From an optimization exercise on the open Yosys and OpenROAD flow, aimed at small area, a short achievable clock period and few clock cycles per item; shortcuts taken in it are not production practice.
Where RTL was checked, it was by simulation tests only, not by an equivalence proof against the original.
Power figures rest on the tool's default switching activity, not on a simulated workload.

// MD5
module MD5(
    input wire clk,
    input wire reset_n,
    input wire cs,
    input wire we,
    input wire [7:0] address,
    input wire [31:0] write_data,
    output wire [31:0] read_data
);
export LEC_CHECK = 0
export ABC_AREA = 1
export CAP_MARGIN = 20
export CORE_MARGIN = 2
export CORE_UTILIZATION = 45
export CTS_CLUSTER_DIAMETER = 220
export CTS_CLUSTER_SIZE = 18
export SETUP_SLACK_MARGIN = 4.0
export SLEW_MARGIN = 20
export SYNTH_HIERARCHICAL = 1
create_clock -name core_clock -period 9.0 [get_ports {clk}]
standard.sh (not shown) runs the stock make flow with config.mk's settings and CLKGATE_MAP_FILE= SYNTH_SCRIPT=/design/flow/synth_recipe.tcl, a recipe that flattens the netlist after the stock synthesis.
==> flow/flow/run.sh <==
#!/bin/bash
# The standard layout (the standard.sh), with one change to synthesis: Yosys does not map
# adders to the library's full/half-adder cells (ADDER_MAP_FILE is empty), so ABC maps the
# adders' logic together with the rest. Registers are mapped exactly as in the standard synthesis.
# make's full output goes to flow_make.log; ORFS keeps each step's log under orfs/logs/.
set -euo pipefail
bash standard.sh ADDER_MAP_FILE= finish > flow_make.log 2>&1
Edit:
--- a/flow/design.v
+++ b/flow/design.v
@@ -96,22 +96,21 @@
 function [31:0] bswap(input [31:0] w);
     begin
         bswap = {w[7:0], w[15:8], w[23:16], w[31:24]};
     end
 endfunction
 reg [31:0] blk [0:15];
 reg [31:0] h0_reg, h1_reg, h2_reg, h3_reg;   
 reg [31:0] b_reg, c_reg, d_reg;
-reg [31:0] x1_reg, x0_reg;   
 reg [31:0] pre_reg;
 wire        prep, pv, reload, step, do_init, bwe, w_bus;
 wire [5:0]  rnd;
 wire [15:0] gsel;
-wire [3:0]  rlo;
+wire [3:0]  fsel, rlo;
 wire [4:0]  rhi;
 md5_ctl ctl(
     .clk(clk),
     .reset_n(reset_n),
     .init(init),
     .next(next),
     .block_wr(block_wr),
     .block_addr(block_addr),
@@ -120,46 +119,37 @@
     .pv(pv),
     .reload(reload),
     .step(step),
     .do_init(do_init),
     .bwe(bwe),
     .w_bus(w_bus),
     .rnd(rnd),
     .gsel(gsel),
+    .fsel(fsel),
     .rlo(rlo),
     .rhi(rhi)
 );
 reg [31:0] w_mem;
 integer i;
 always @(*) begin
     w_mem = 32'h0;
     for (i = 0; i < 16; i = i + 1)
         w_mem = w_mem | ({32{gsel[i]}} & blk[i]);
 end
 wire [31:0] w_sel   = w_bus ? block_data : w_mem;
 wire [31:0] pre_new = (pv ? d_reg : pre_reg) + K(rnd) + w_sel;
-wire [31:0] f_val   = (b_reg & x1_reg) | (~b_reg & x0_reg);
-wire [31:0] c_nx = reload ? h2_reg : (pv ? b_reg : c_reg);
-wire [31:0] d_nx = reload ? h3_reg : (pv ? c_reg : d_reg);
-reg  [31:0] x1_new, x0_new;
-always @(*) begin
-    case (rnd[5:4])
-        2'd0: begin x1_new = c_nx;           x0_new = d_nx;          end
-        2'd1: begin x1_new = c_nx | d_nx;    x0_new = c_nx & ~d_nx;  end
-        2'd2: begin x1_new = ~(c_nx ^ d_nx); x0_new = c_nx ^ d_nx;   end
-        2'd3: begin x1_new = ~c_nx;          x0_new = ~(c_nx ^ d_nx); end
-    endcase
-end
+wire [31:0] f_val   = ({32{fsel[0]}} & (d_reg ^ (b_reg & (c_reg ^ d_reg)))) |
+                      ({32{fsel[1]}} & (c_reg ^ (d_reg & (b_reg ^ c_reg)))) |
+                      ({32{fsel[2]}} & (b_reg ^ c_reg ^ d_reg)) |
+                      ({32{fsel[3]}} & (c_reg ^ (b_reg | ~d_reg)));
 wire [31:0] b_new   = b_reg + rot2(pre_reg + f_val, rlo, rhi);
 wire [31:0] h_sum   = h0_reg + b_reg;
 assign digest = {bswap(h0_reg), bswap(h1_reg), bswap(h2_reg), bswap(h3_reg)};
 always @(posedge clk) begin
-    x1_reg <= x1_new;
-    x0_reg <= x0_new;
     if (bwe)
         blk[block_addr] <= block_data;
     if (reload)
         pre_reg <= h0_reg;
     else if (prep)
         pre_reg <= pre_new;
     else if (pv)
         pre_reg <= d_reg;
@@ -199,16 +189,17 @@
     output wire pv,          
     output wire reload,      
     output wire step,        
     output wire do_init,     
     output wire bwe,         
     output wire w_bus,       
     output wire [5:0] rnd,   
     output wire [15:0] gsel,
+    output wire [3:0] fsel,
     output wire [3:0] rlo,
     output wire [4:0] rhi
 );
 function [3:0] GIX(input [5:0] i);
     begin
         case (i)
             6'd0: GIX = 4'd0;
             6'd1: GIX = 4'd1;
@@ -294,16 +285,17 @@
             4'd11: rot_amt = 5'd23;
             4'd12: rot_amt = 5'd6;
             4'd13: rot_amt = 5'd10;
             4'd14: rot_amt = 5'd15;
             4'd15: rot_amt = 5'd21;
         endcase
     end
 endfunction
+reg [3:0]  fsel_reg;     
 reg [3:0]  rlo_reg;      
 reg [4:0]  rhi_reg;      
 reg        pstep_reg;    
 reg        plast_reg;    
 reg [3:0]  gidx_reg;     
 reg        pv_reg;       
 reg [6:0]  cnt_reg;      
 reg        busy_reg;
@@ -321,16 +313,17 @@
 assign bwe     = block_wr & idle;
 assign prep    = match | ((busy_reg | (go & ~cnt_lo)) & ~cnt_reg[6] & ~reload_reg);
 assign step    = (pv_reg & pstep_reg) | fin_reg;
 assign w_bus   = idle & cnt_lo;
 assign pv      = pv_reg;
 assign reload  = reload_reg;
 assign rnd     = cnt_reg[5:0];
 assign gsel    = 16'h0001 << gidx_reg;
+assign fsel    = fsel_reg;
 assign rlo     = rlo_reg;
 assign rhi     = rhi_reg;
 always @(posedge clk or negedge reset_n) begin
     if (!reset_n) begin
         busy_reg   <= 1'b0;
         pv_reg     <= 1'b0;
         cnt_reg    <= 7'd0;
         gidx_reg   <= 4'd0;
@@ -355,16 +348,17 @@
                 cnt_reg  <= cnt_inc;
                 gidx_reg <= GIX(cnt_inc[5:0]);
             end
         end
     end
 end
 always @(posedge clk) begin
     if (prep) begin
+        fsel_reg  <= 4'h1 << cnt_reg[5:4];
         rlo_reg   <= 4'h1 << (rot_amt(cnt_reg[5:0]) & 5'd3);
         rhi_reg   <= 5'h1 << ((rot_amt(cnt_reg[5:0]) >> 2) - 5'd1);
         pstep_reg <= (cnt_reg[5:0] >= 6'd61);
         plast_reg <= (cnt_reg[5:0] == 6'd63);
     end
 end
 endmodule
 module MD5(
Outcome:
- worst setup slack gets better by 0.030 ns
- sequential cell count goes down by 60
- design area goes down slightly
- total power goes down by well over a third
- combinational power goes down by well over a third
- register-to-register slack gets better by 0.02 ns
- utilization goes up by 0.25 points
- worst hold slack is about the same
- count of clock-buffer cells in the layout goes down by 6
- cell count goes down by a few percent
- clock skew goes down by 0.020 ns
- clock power goes down by a few percent
- die area goes down slightly
Testbench counts after the change, summed over its fixed seeds: cycles 13,695, blocks 192.
Only the layout flow was run in the first run of this note; the RTL was not checked for function there.

re-timing with driven ports:
Ports are ideal in the flow. The routed layouts listed here were re-timed in OpenROAD.
Step 1, drivers: a clkbuf_16 drives clk and a buf_2 each remaining input, both assumed.
Step 2 adds t to the input delays and takes it off the output delays; t is the mean of the earliest and latest rising clock arrival at the registers after step 1. Input paths then give back, and output paths get back, about the clock's delay inside the block.
Three values: ideal, step 1, step 2; two values: the first two.
| run | shift t [ns] | setup WS [ns] | hold WS [ns] | worst setup path after step 2 | pins driven straight from the clock port |
|---|---|---|---|---|---|
| the first run | 0.754 | 4.000 / 3.966 / 3.465 | 0.516 / 0.516 / 0.516 | input to register | 1 |
| the second run | 0.747 | 4.031 / 4.014 / 3.504 | 0.514 / 0.514 / 0.514 | input to register | 1 |
After both steps every run listed still meets setup and hold. The setup slack of the first run, which loses most, moves by -0.034 ns with the drivers and by -0.535 ns with both steps.
